Background: an optimization exercise with open tools, aiming at small area. Do not read the settings as production practice.
Where RTL was checked, it was by simulation tests only, not by an equivalence proof against the original.
No activity file was given, so power comes from the tool's default toggle rates.

violet:
==> flow/design.v (excerpt) <==
module FreqMod(
    input signed [17:0] audio_in,
    input ready,
    input clock,
    input reset,
    input [9:0] controls,
    output wire signed [17:0] audio_out,
    output reg [7:0] freq1,
    output reg [7:0] freq2,
    output reg [7:0] freq3,
    output reg [7:0] freq4,
    output reg [7:0] freq5,
    output reg [7:0] freq6,
    output reg [7:0] freq7,
    output reg [4:0] weight1,
    output reg [4:0] weight2,
    output reg [4:0] weight3,
    output reg [4:0] weight4,
    output reg [4:0] weight5,
    output reg [4:0] weight6,
    output reg [4:0] weight7
    );
    wire [7:0] switches = controls[7:0];
    wire fup = controls[8];
    wire fdown = controls[9];
    reg old_fup, old_fdown, increment, decrement;
    always @(posedge clock) begin
        old_fup <= fup;
        old_fdown <= fdown;
        increment <= fup & ~old_fup;
        decrement <= fdown & ~old_fdown;
    end
    wire [34:0] wts = {weight7, weight6, weight5, weight4, weight3, weight2, weight1};
    reg [34:0] wts_next;
    integer k;
    reg [4:0] w, tg;
    reg dn, up;
    always @(*) begin
        for (k = 0; k < 7; k = k + 1) begin
            w = wts[5*k +: 5];
            dn = switches[k] & decrement & (w != 5'd0);
  ...
clock: 20.0 ns
lec_check: 0
abc_area: 1
cap_margin: 20
core_margin: 2
core_utilization: 40
cts_cluster_diameter: 100
cts_cluster_size: 28
slew_margin: 20
standard.sh (not shown) runs the stock make flow with config.mk's settings and CLKGATE_MAP_FILE= SYNTH_SCRIPT=/design/flow/synth_recipe.tcl, a recipe that flattens the netlist after the stock synthesis.
==> flow/flow/run.sh <==
#!/bin/bash
# The standard layout (standard.sh), except that the input and output port
# buffers use the smallest buffer cell (buf_1) instead of the default choice.
set -euo pipefail
export BUFFER_PORTS_ARGS="-buffer_cell sky130_fd_sc_hd__buf_1"
bash standard.sh > standard.log 2>&1
violet reached the end of the flow, and the finished layout is clean on the timing, design-rule and antenna checks.
Changes in tundra relative to violet:
diff --git a/flow/flow/run.sh b/flow/flow/run.sh
--- a/flow/flow/run.sh
+++ b/flow/flow/run.sh
@@ -3 +3,2 @@
-# buffers use the smallest buffer cell (buf_1) instead of the default choice.
+# buffers use the smallest buffer cell (buf_1) instead of the default choice, and
+# clock tree synthesis inserts no dummy loads.
@@ -5,0 +7 @@
+export CTS_ARGS="-sink_clustering_enable -repair_clock_nets -sink_clustering_size 28 -sink_clustering_max_diameter 100 -dont_use_dummy_load"
==> run notes <==
Compared tundra against violet; synthesized cell count within noise.
Delta (tundra minus violet): post-synthesis sequential element count barely changed, effective utilization at floorplan about even, sum of internal, switching and leakage power went down by about 2%, post-route fraction of the period consumed by the critical path went up by 0.51 points.
Final cell area: tundra below violet
No run of this note included a check of the RTL's function; only the layout flow was run.

* * *

FreqMod, a different RTL version from the one above (not shown whole).
Size in the first run: roughly 1800 cells after synthesis, ~750 flip-flops, roughly 22000 um2 of cells after synthesis.
clock: 20.0 ns
lec_check: 0
abc_area: 1
cap_margin: 0
core_margin: 2
core_utilization: 40
slew_margin: 0
==> flow/flow/run.sh <==
#!/bin/bash
# The standard layout (standard.sh) with three changes:
#  - synthesis maps logic with an area-oriented ABC script (flow/abc_area.script,
#    used in place of ORFS's scripts/abc_area.script; every other script is ORFS's own);
#  - the input and output port buffers use the smallest buffer cell (buf_1);
#  - clock tree synthesis clusters up to 28 sinks and inserts no dummy loads.
set -euo pipefail
here=$(pwd)
rm -rf "$here/orfs_scripts"
cp -r "$FLOW_HOME/scripts" "$here/orfs_scripts"
cp "$here/flow/abc_area.script" "$here/orfs_scripts/abc_area.script"
export SCRIPTS_DIR="$here/orfs_scripts"
export BUFFER_PORTS_ARGS="-buffer_cell sky130_fd_sc_hd__buf_1"
export CTS_ARGS="-sink_clustering_enable -repair_clock_nets -sink_clustering_size 32 -sink_clustering_max_diameter 80 -dont_use_dummy_load"
bash standard.sh > standard.log 2>&1
==> flow/flow/abc_area.script <==
strash
dc2
dch -f
map -a
strash
dch -f
amap
topo
dnsize -c
The starting point completed with no timing, DRC or antenna violations.
==> next run, changes <==
--- a/flow/flow/run.sh
+++ b/flow/flow/run.sh
@@ -12,4 +12,4 @@
 export SCRIPTS_DIR="$here/orfs_scripts"
 export BUFFER_PORTS_ARGS="-buffer_cell sky130_fd_sc_hd__buf_1"
-export CTS_ARGS="-sink_clustering_enable -repair_clock_nets -sink_clustering_size 32 -sink_clustering_max_diameter 80 -dont_use_dummy_load"
+export CTS_ARGS="-sink_clustering_enable -repair_clock_nets -sink_clustering_size 16 -sink_clustering_max_diameter 100 -dont_use_dummy_load -buf_list sky130_fd_sc_hd__clkbuf_8"
 bash standard.sh > standard.log 2>&1
What happened: The changed run ran to the end with no violations. Global-route usage is about the same. Wire length rose slightly. Clock-buffer cell count rose by 16. Sequential cell count is unchanged. Fmax barely changes.
==> next run, changes <==
--- a/flow/flow/run.sh
+++ b/flow/flow/run.sh
@@ -12,4 +12,4 @@
 export SCRIPTS_DIR="$here/orfs_scripts"
 export BUFFER_PORTS_ARGS="-buffer_cell sky130_fd_sc_hd__buf_1"
-export CTS_ARGS="-sink_clustering_enable -repair_clock_nets -sink_clustering_size 16 -sink_clustering_max_diameter 100 -dont_use_dummy_load -buf_list sky130_fd_sc_hd__clkbuf_8"
+export CTS_ARGS="-sink_clustering_enable -repair_clock_nets -sink_clustering_size 28 -sink_clustering_max_diameter 100 -dont_use_dummy_load"
 bash standard.sh > standard.log 2>&1
Result: The changed run completed without violations. Clock skew climbs by 0.012 ns. Die area stays the same. Register-to-register slack barely changes.

* * *

FreqMod, a different RTL version from the one above (not shown whole).
For scale: ~140 I/O pins.
Settings: LEC_CHECK=0, ABC_AREA=1, CAP_MARGIN=20, CORE_MARGIN=2, CORE_UTILIZATION=40, CTS_CLUSTER_DIAMETER=150, CTS_CLUSTER_SIZE=24, SLEW_MARGIN=20; clock period 20.0 ns.
run.sh (not shown) runs the stock make flow with config.mk's settings and CLKGATE_MAP_FILE= SYNTH_SCRIPT=/design/flow/synth_recipe.tcl, a recipe that flattens the netlist after the stock synthesis.
Stock flow here: none of the scripts above is used.
Edit:
==> flow/flow/run.sh (new file) <==
#!/bin/bash
# The standard layout (standard.sh), except that the input and output port
# buffers use the smallest buffer cell (buf_1) instead of the default choice.
set -euo pipefail
export BUFFER_PORTS_ARGS="-buffer_cell sky130_fd_sc_hd__buf_1"
bash standard.sh > standard.log 2>&1
==> flow/standard.sh (new file) <==
#!/bin/bash
# synth_recipe.tcl (not shown) runs the flow's synth.tcl, then flattens the netlist and writes it again
# the make line also repeats each setting of config.mk as NAME=value (left out here)
make -C /OpenROAD-flow-scripts/flow DESIGN_CONFIG=/design/flow/config.mk WORK_HOME=/design/flow/orfs CLKGATE_MAP_FILE= SYNTH_SCRIPT=/design/flow/synth_recipe.tcl "${@:-finish}"
--- a/flow/config.mk
+++ b/flow/config.mk
@@ -12,2 +12,2 @@
-export CTS_CLUSTER_DIAMETER = 150
-export CTS_CLUSTER_SIZE = 24
+export CTS_CLUSTER_DIAMETER = 100
+export CTS_CLUSTER_SIZE = 28
removed: flow/run.sh
The changed run went through all stages and came out clean. Power is lower by 2.3%. Hold slack gets better by 0.014 ns. Setup slack improves by 0.049 ns. Global-route usage barely changes. Die area is unchanged.
Edit:
--- a/flow/config.mk
+++ b/flow/config.mk
@@ -12,2 +12,2 @@
-export CTS_CLUSTER_DIAMETER = 100
-export CTS_CLUSTER_SIZE = 28
+export CTS_CLUSTER_DIAMETER = 150
+export CTS_CLUSTER_SIZE = 24
Outcome: The changed run finished clean. Wire length hardly moves. Core utilization came out higher by 0.28 points. Die area does not change. Sequential share of layout area came out lower by 0.38 points. Design area came out higher by 0.63%. Count of clock-buffer cells in the layout came out higher by 7. Global-route usage came out higher by 0.16 points.
Edit:
==> flow/run.sh (new file) <==
#!/bin/bash
# synth_recipe.tcl (not shown) runs the flow's synth.tcl, then flattens the netlist and writes it again
# the make line also repeats each setting of config.mk as NAME=value (left out here)
make -C /OpenROAD-flow-scripts/flow DESIGN_CONFIG=/design/flow/config.mk WORK_HOME=/design/flow/orfs CLKGATE_MAP_FILE= SYNTH_SCRIPT=/design/flow/synth_recipe.tcl finish
--- a/flow/config.mk
+++ b/flow/config.mk
@@ -12,2 +12,2 @@
-export CTS_CLUSTER_DIAMETER = 150
-export CTS_CLUSTER_SIZE = 24
+export CTS_CLUSTER_DIAMETER = 100
+export CTS_CLUSTER_SIZE = 30
removed: flow/flow/run.sh
removed: flow/standard.sh
Effect: Synthesized area does not change. Global-route usage went down by 0.35 points. Setup slack is better by 0.078 ns. Final area rose by a few percent. Die area stays the same. Combinational power barely changes. Power falls by a few percent. Routed wire length went down slightly.

* * *

Another version of the RTL of FreqMod (not shown whole).
For scale: about 1800 cells after synthesis, about 750 flip-flops, about 140 I/O pins, roughly 0.022 mm2 of cells after synthesis.
Settings: LEC_CHECK=0, ABC_AREA=1, CAP_MARGIN=0, CORE_MARGIN=2, CORE_UTILIZATION=40, SLEW_MARGIN=0; clock period 20.0 ns.
standard.sh (not shown) runs the stock make flow with config.mk's settings and CLKGATE_MAP_FILE= SYNTH_SCRIPT=/design/flow/synth_recipe.tcl, a recipe that flattens the netlist after the stock synthesis.
==> flow/flow/run.sh <==
#!/bin/bash
# The standard layout (standard.sh) with three changes:
#  - synthesis maps logic with an area-oriented ABC script (flow/abc_area.script,
#    used in place of ORFS's scripts/abc_area.script; every other script is ORFS's own);
#  - the input and output port buffers use the smallest buffer cell (buf_1);
#  - clock tree synthesis uses clkbuf_8, clusters up to 16 sinks, inserts no dummy loads.
set -euo pipefail
here=$(pwd)
rm -rf "$here/orfs_scripts"
cp -r "$FLOW_HOME/scripts" "$here/orfs_scripts"
cp "$here/flow/abc_area.script" "$here/orfs_scripts/abc_area.script"
export SCRIPTS_DIR="$here/orfs_scripts"
export BUFFER_PORTS_ARGS="-buffer_cell sky130_fd_sc_hd__buf_1"
export CTS_ARGS="-sink_clustering_enable -repair_clock_nets -sink_clustering_size 16 -sink_clustering_max_diameter 100 -dont_use_dummy_load -buf_list sky130_fd_sc_hd__clkbuf_8"
bash standard.sh > standard.log 2>&1
Scripts as last shown in full above: flow/flow/abc_area.script
The first run finished with timing, DRC and antenna clean.
Rerun with:
- CORE_UTILIZATION: 40 -> 60
Result: The changed run finished with timing, DRC and antenna clean; total power decreases by 0.57%; final area decreases by 1.5%; sequential cell count stays the same; die area decreases by 33%; routed wire length decreases by 5.1%; setup slack gets worse by 0.15 ns; utilization increases by 22 points.
Rerun with:
--- a/flow/flow/run.sh
+++ b/flow/flow/run.sh
@@ -13,3 +13,3 @@
 export BUFFER_PORTS_ARGS="-buffer_cell sky130_fd_sc_hd__buf_1"
-export CTS_ARGS="-sink_clustering_enable -repair_clock_nets -sink_clustering_size 16 -sink_clustering_max_diameter 100 -dont_use_dummy_load -buf_list sky130_fd_sc_hd__clkbuf_8"
+export CTS_ARGS="-sink_clustering_enable -repair_clock_nets -sink_clustering_size 16 -sink_clustering_max_diameter 100 -dont_use_dummy_load -buf_list \"sky130_fd_sc_hd__clkbuf_8 sky130_fd_sc_hd__clkbuf_16\""
 bash standard.sh > standard.log 2>&1
- CORE_UTILIZATION: 60 -> 40
Result:
- maximum frequency rose by 0.48%
- routed wire length goes up by about 6%
- worst setup slack gains 0.089 ns
- cell count increases by 11%
- combinational power rose by about 1%
- via count increases by 0.68%
Rerun with:
--- a/flow/flow/run.sh
+++ b/flow/flow/run.sh
@@ -13,3 +13,3 @@
 export BUFFER_PORTS_ARGS="-buffer_cell sky130_fd_sc_hd__buf_1"
-export CTS_ARGS="-sink_clustering_enable -repair_clock_nets -sink_clustering_size 16 -sink_clustering_max_diameter 100 -dont_use_dummy_load -buf_list \"sky130_fd_sc_hd__clkbuf_8 sky130_fd_sc_hd__clkbuf_16\""
+export CTS_ARGS="-sink_clustering_enable -repair_clock_nets -sink_clustering_size 14 -sink_clustering_max_diameter 80 -dont_use_dummy_load -buf_list sky130_fd_sc_hd__clkbuf_8"
 bash standard.sh > standard.log 2>&1
- CORE_UTILIZATION: 40 -> 60
What happened: The changed run completed without violations; hold slack gets worse by 0.0041 ns; synthesized cell count does not change; fmax barely changes; first-iteration DRC count came out higher by 3.1%; total power came out lower by 7.6%; global-route usage came out higher by 7.4 points; core utilization came out higher by 21 points; combinational power came out lower by about 1%; count of clock-buffer cells in the layout came out higher by 7.
Rerun with:
--- a/flow/flow/run.sh
+++ b/flow/flow/run.sh
@@ -13,3 +13,3 @@
 export BUFFER_PORTS_ARGS="-buffer_cell sky130_fd_sc_hd__buf_1"
-export CTS_ARGS="-sink_clustering_enable -repair_clock_nets -sink_clustering_size 14 -sink_clustering_max_diameter 80 -dont_use_dummy_load -buf_list sky130_fd_sc_hd__clkbuf_8"
+export CTS_ARGS="-sink_clustering_enable -repair_clock_nets -sink_clustering_size 16 -sink_clustering_max_diameter 100 -dont_use_dummy_load -buf_list sky130_fd_sc_hd__clkbuf_8"
 bash standard.sh > standard.log 2>&1
- GPL_ROUTABILITY_DRIVEN: unset -> 0
- GPL_TIMING_DRIVEN: unset -> 0
Clock skew barely changes.
Clock power came out lower by 6.7%.
Sequential share of layout area came out higher by 0.35 points.
Core utilization came out lower by 0.35 points.
Global-route usage came out lower by 1.4 points.
Total power came out lower by 2.0%.
Count of clock-buffer cells in the layout came out lower by 8.
Wire length came out lower by 4.9%.
Final cell count came out lower by 1.0%.
Sequential power stays flat.
Die area does not change.

what the ideal ports hide:
Ports are ideal in the flow. The routed layouts listed here were re-timed in OpenROAD.
Step 1: set_driving_cell puts a clkbuf_16 on clock and a buf_2 on each other input, an assumption about the parent block.
Step 2 also shifts input and output timing later by t, the mid clock arrival at the registers, as if the neighbouring blocks saw the same clock.
Three values: ideal ports, drivers, drivers and shift; two values: the first two.
run	shift t [ns]	slack for setup (ns)	hold slack, ns	clock arrival spread, ns	worst data-port slew with drivers (ns)
violet	0.641	1.865 / 1.909 / 1.268	0.304 / 0.304 / 0.304	0.040 / 0.040	0.04
tundra	0.612	1.764 / 1.809 / 1.197	0.306 / 0.306 / 0.306	0.068 / 0.068	0.05
the first run of note 2	0.604	1.641 / 1.641 / 1.601	0.276 / 0.276 / 0.276	0.086 / 0.086	0.03
the second run of note 2	0.680	1.623 / 1.623 / 1.616	0.296 / 0.296 / 0.296	0.075 / 0.075	0.03
the third run of note 2	0.602	1.620 / 1.620 / 1.615	0.302 / 0.302 / 0.302	0.088 / 0.088	0.03
the first run of note 3	0.635	1.741 / 1.779 / 1.144	0.312 / 0.312 / 0.312	0.042 / 0.042	0.06
the second run of note 3	0.692	1.790 / 1.830 / 1.138	0.326 / 0.326 / 0.326	0.027 / 0.027	0.06
the third run of note 3	0.639	1.728 / 1.768 / 1.129	0.301 / 0.301 / 0.301	0.052 / 0.052	0.06
the fourth run of note 3	0.689	1.807 / 1.843 / 1.154	0.320 / 0.320 / 0.320	0.033 / 0.034	0.06
the first run of note 4	0.693	1.431 / 1.465 / 0.772	0.311 / 0.311 / 0.311	0.074 / 0.074	0.03
the second run of note 4	0.684	1.280 / 1.310 / 0.626	0.308 / 0.308 / 0.308	0.045 / 0.045	0.07
the third run of note 4	0.644	1.369 / 1.406 / 0.762	0.301 / 0.301 / 0.301	0.062 / 0.062	0.04
the fourth run of note 4	0.690	1.333 / 1.363 / 0.673	0.296 / 0.296 / 0.296	0.067 / 0.068	0.07
the fifth run of note 4	0.684	0.799 / 0.830 / 0.146	0.295 / 0.295 / 0.295	0.057 / 0.057	0.07
After both steps setup and hold are still met in every run listed. The setup slack of the fourth run of note 4, which loses most, moves by +0.030 ns with the drivers and by -0.660 ns with both steps.
